Context: an optimization exercise on an open-source flow, tuned for a short achievable clock period and few clock cycles. The choices shown serve that exercise and are no tape-out recipe. In this exercise RTL edits were held to simulation tests only and were not proved equivalent to the original. Power figures rest on the tool's default switching activity, not on a simulated workload.

==> module y86_rdmux, before the edit <==
module y86_rdmux (
    input  [1023:0] regs,
    input  [3:0]    sel,
    output [63:0]   out
);
    assign out = regs[64 * sel +: 64];
endmodule
==> flow/config.mk <==
export PLATFORM = sky130hd
export DESIGN_NAME = y86
export DESIGN_NICKNAME = y86
export VERILOG_FILES = /design/flow/design.v
export SDC_FILE = /design/flow/constraint.sdc
export NUM_CORES = 8
export LEC_CHECK = 0
export CAP_MARGIN = 20
export CORE_MARGIN = 2
export CORE_UTILIZATION = 30
export PLACE_DENSITY = 0.45
export SLEW_MARGIN = 20
export SYNTH_HIERARCHICAL = 1
==> flow/constraint.sdc <==
create_clock -name core_clock -period 12.0 [get_ports {clk}]
set_input_delay 2.4000 -clock core_clock [delete_from_list [all_inputs] [get_ports {clk}]]
set_output_delay 2.4000 -clock core_clock [all_outputs]
set_load 0.01 [all_outputs]
standard.sh (not shown) runs the stock make flow with config.mk's settings and CLKGATE_MAP_FILE= SYNTH_SCRIPT=/design/flow/synth_recipe.tcl, a recipe that flattens the netlist after the stock synthesis.
==> flow/flow/run.sh <==
#!/bin/bash
# Layout: the standard ORFS flow (standard synthesis unchanged), with
# port buffers that resizing may change to any drive strength, timing repair
# that aims for a shorter period than the clock's, and, after global routing,
# a slew and capacitance repair and antenna diodes placed with a margin
# (flow/antenna.tcl). ORFS's own logs stay under orfs/logs.
set -euo pipefail
here=$(pwd)
bash standard.sh MATCH_CELL_FOOTPRINT=0 \
  "BUFFER_PORTS_ARGS=-buffer_cell sky130_fd_sc_hd__buf_6" \
  SETUP_SLACK_MARGIN=7 \
  POST_GLOBAL_ROUTE_TCL=$here/flow/antenna.tcl \
  MAX_REPAIR_ANTENNAS_ITER_DRT=10 \
  finish > standard_flow.log 2>&1
==> flow/flow/antenna.tcl <==
# After global routing and its timing repair: fix the max slew and max
# capacitance that timing repair may have left (on the global routes, with
# a wide margin), then insert antenna diodes with a wide margin, so that
# detailed routing leaves no antenna violation to fix by routing again.
estimate_parasitics -global_routing
global_route -start_incremental
repair_design -slew_margin 40 -cap_margin 40
detailed_placement
global_route -end_incremental
estimate_parasitics -global_routing
repair_antennas -ratio_margin 50 -iterations 5
check_placement
Testbench counts at the start, summed over its fixed seeds: cycles 21,951.
Next try:
--- a/flow/design.v
+++ b/flow/design.v
@@ -385,5 +385,32 @@
     input  [3:0]    sel,
     output [63:0]   out
 );
-    assign out = regs[64 * sel +: 64];
+    wire [15:0] oh;
+    y86_dec16 dec (.sel(sel), .oh(oh));
+    y86_ohmux mux (.regs(regs), .oh(oh), .out(out));
+endmodule
+module y86_dec16 (
+    input  [3:0]  sel,
+    output [15:0] oh
+);
+    genvar i;
+    generate
+        for (i = 0; i < 16; i = i + 1) begin : d
+            assign oh[i] = (sel == i);
+        end
+    endgenerate
+endmodule
+module y86_ohmux (
+    input  [1023:0] regs,
+    input  [15:0]   oh,
+    output [63:0]   out
+);
+    reg [63:0] o;
+    integer i;
+    always @(*) begin
+        o = 64'd0;
+        for (i = 0; i < 16; i = i + 1)
+            o = o | ({64{oh[i]}} & regs[64 * i +: 64]);
+    end
+    assign out = o;
 endmodule
Outcome:
- The changed run aborted during 5_1_grt with GRT-0232
- synthesized area goes down by a few percent
- synthesized cell count came out higher by a few percent
Testbench counts after the change, summed over its fixed seeds: cycles 21,951.

Another version of the RTL of y86 (not shown whole).
Size in the first run: ~480 I/O pins, roughly 170000 um2 of cells after synthesis.
clock: 12.0 ns
lec_check: 0
cap_margin: 20
core_margin: 2
core_utilization: 30
place_density: 0.45
slew_margin: 20
synth_hierarchical: 1
Scripts as last shown in full above: flow/flow/run.sh, flow/flow/antenna.tcl
Testbench counts at the start, summed over its fixed seeds: cycles 21,951.
Then changed:
--- a/flow/design.v
+++ b/flow/design.v
@@ -112,15 +112,15 @@
     wire       uB2  = op2 | rm2 | mr2;
     wire raw = (wEm1 & ((uA2 & dE1 == rA2) | (uB2 & dE1 == rB2) | (stk2 & dE1 == 4'h4))) |
                (wM1  & ((uA2 & rA1 == rA2) | (uB2 & rA1 == rB2) | (stk2 & rA1 == 4'h4)));
     wire waw = (wEm1 & wEm2 & dE1 == dE2) | (wEm1 & wM2 & dE1 == rA2) |
                (wM1 & wEm2 & rA1 == dE2) | (wM1 & wM2 & rA1 == rA2);
     wire ccd = op1 & (rr2 | jx2) & (fn2 != 4'h0);
     wire iss2n = iss1 & ~cl1 & ~rt1 & fit & ~stop2 & ~raw & ~waw & ~ccd &
-                 ~(mem1 & mem2) & ~rm2 & ~ps2;
+                 ~(mem1 & mem2);
     wire jt1   = iss1 & jx1 & cond1;
     wire jt2   = iss2n & jx2 & cond2;
     wire iss2  = iss2n & ~jt1;
     wire [63:0] hi_inc;
     y86_add64 a_hi (.a({4'd0, base[63:4]}), .b(64'd0), .cin(1'b1), .s(hi_inc));
     wire [63:0] inc [1:11];
     genvar j;
@@ -164,16 +164,16 @@
     wire [63:0] rdB1 = fwd(rB1, rfB1);
     wire [63:0] rdA2 = fwd(rA2, rfA2);
     wire [63:0] rdB2 = fwd(rB2, rfB2);
     wire [63:0] rdSP = fwd(4'h4, rf[4]);
     wire [63:0] m8 = 64'hffff_ffff_ffff_fff8;
     wire [63:0] a1_n = (op1 | rr1) ? rdA1 : ir1 ? valC1 : (cl1 | ps1) ? m8 : 64'd8;
     wire [63:0] b1_n = (op1 | rm1 | mr1) ? rdB1 : stk1 ? rdSP : 64'd0;
-    wire [63:0] a2_n = (op2 | rr2) ? rdA2 : ir2 ? valC2 : cl2 ? m8 : 64'd8;
-    wire [63:0] b2_n = (op2 | mr2) ? rdB2 : stk2 ? rdSP : 64'd0;
+    wire [63:0] a2_n = (op2 | rr2) ? rdA2 : ir2 ? valC2 : (cl2 | ps2) ? m8 : 64'd8;
+    wire [63:0] b2_n = (op2 | rm2 | mr2) ? rdB2 : stk2 ? rdSP : 64'd0;
     always @(posedge clk) begin
         if (rst) begin
             pc     <= 64'd0;
             halt_r <= 1'b0;
             stat_r <= 2'd0;
             v1     <= 1'b0;
             v2     <= 1'b0;
@@ -199,47 +199,75 @@
                     halt_r <= 1'b1;
                     stat_r <= valid1 ? STAT_HLT : STAT_INS;
                     hpc_r  <= base;
                 end
                 pc <= jt1 ? valC1 : jt2 ? valC2 : pc_n0;
             end
         end
-        if (!stall) begin
+    end
+    always @(posedge clk) begin
+        if (rst) begin
+            fun1   <= 2'd0;
+            setcc1 <= 1'b0;
+            wE1    <= 1'b0;
+            dstE1  <= 4'd0;
+            fun2   <= 2'd0;
+            setcc2 <= 1'b0;
+            wE2    <= 1'b0;
+            dstE2  <= 4'd0;
+            m_rd   <= 1'b0;
+            m_wr   <= 1'b0;
+            m_ret  <= 1'b0;
+            m_wM   <= 1'b0;
+            m_dstM <= 4'd0;
+        end else if (!stall) begin
             fun1   <= op1 ? fn1[1:0] : 2'd0;
             setcc1 <= op1;
             wE1    <= op1 | (rr1 & cond1) | ir1 | stk1;
             dstE1  <= dE1;
-            a1     <= a1_n;
-            b1     <= b1_n;
             fun2   <= op2 ? fn2[1:0] : 2'd0;
             setcc2 <= op2;
             wE2    <= op2 | (rr2 & cond2) | ir2 | stk2;
             dstE2  <= dE2;
-            a2     <= a2_n;
-            b2     <= b2_n;
             if (mem1) begin
                 m_rd   <= mr1 | rt1 | pp1;
                 m_wr   <= rm1 | cl1 | ps1;
                 m_ret  <= rt1;
                 m_wM   <= wM1;
                 m_dstM <= rA1;
-                m_b    <= b1_n;
-                m_off  <= (rm1 | mr1) ? valC1 : (cl1 | ps1) ? m8 : 64'd0;
-                m_d    <= cl1 ? ret1 : rdA1;
             end else begin
                 m_rd   <= mr2 | rt2 | pp2;
-                m_wr   <= cl2;
+                m_wr   <= rm2 | cl2 | ps2;
                 m_ret  <= rt2;
                 m_wM   <= wM2;
                 m_dstM <= rA2;
-                m_b    <= b2_n;
-                m_off  <= mr2 ? valC2 : cl2 ? m8 : 64'd0;
-                m_d    <= ret2;
             end
         end
+        if (!stall)
+            m_d <= mem1 ? (cl1 ? ret1 : rdA1) : (cl2 ? ret2 : rdA2);
+    end
+    wire [63:0] m_b_n   = mem1 ? b1_n : b2_n;
+    wire [63:0] m_off_n = mem1 ? ((rm1 | mr1) ? valC1 : (cl1 | ps1) ? m8 : 64'd0) :
+                                 ((rm2 | mr2) ? valC2 : (cl2 | ps2) ? m8 : 64'd0);
+    always @(posedge clk) begin
+        if (rst) begin
+            a1    <= 64'd0;
+            b1    <= 64'd0;
+            a2    <= 64'd0;
+            b2    <= 64'd0;
+            m_b   <= 64'd0;
+            m_off <= 64'd0;
+        end else if (!stall) begin
+            a1    <= a1_n;
+            b1    <= b1_n;
+            a2    <= a2_n;
+            b2    <= b2_n;
+            m_b   <= m_b_n;
+            m_off <= m_off_n;
+        end
     end
     integer i;
     always @(posedge clk) begin
         if (rst) begin
             for (i = 0; i < 16; i = i + 1)
                 rf[i] <= 64'd0;
         end else begin
Outcome:
- power goes down by 5.8%
- clock skew goes up by 0.047 ns
- maximum frequency goes up by 4.7%
- design area goes up by 3.6%
- register-to-register slack gets better by 0.07 ns
- synthesized cell count goes up by 5.7%
Testbench counts after the change, summed over its fixed seeds: cycles 21,692.

## afterwards: timing with drivers on the ports
In the flow no input, the clock included, has a driving cell. The finished layouts below were timed again as built, in two steps.
Step 1 sets driving cells, clkbuf_16 on the clock port and buf_2 on the other inputs (assumed; they add their load-dependent delay and slew).
Step 2, shift: input delay + t, output delay - t, t = (earliest + latest rising clock arrival at the registers) / 2. This alone moves slack from input paths to output paths.
Three values: ideal, step 1, step 2; two values: the first two.
run	shift t [ns]	slack for setup (ns)	hold slack, ns	clock arrival spread, ns	worst slew at a driven data input, ns
the first run of note 1	1.181	5.078 / 4.859 / 4.577	0.486 / 0.486 / 0.486	0.152 / 0.152	0.94
the first run of note 2	1.189	4.726 / 4.544 / 4.267	0.449 / 0.449 / 0.449	0.106 / 0.106	0.97
the second run of note 2	1.186	5.054 / 4.660 / 4.323	0.472 / 0.472 / 0.472	0.155 / 0.156	0.82
After both steps every run listed still meets setup and hold. For the second run of note 2, which loses most, drivers alone change the setup slack by -0.394 ns; drivers and shift together by -0.731 ns.
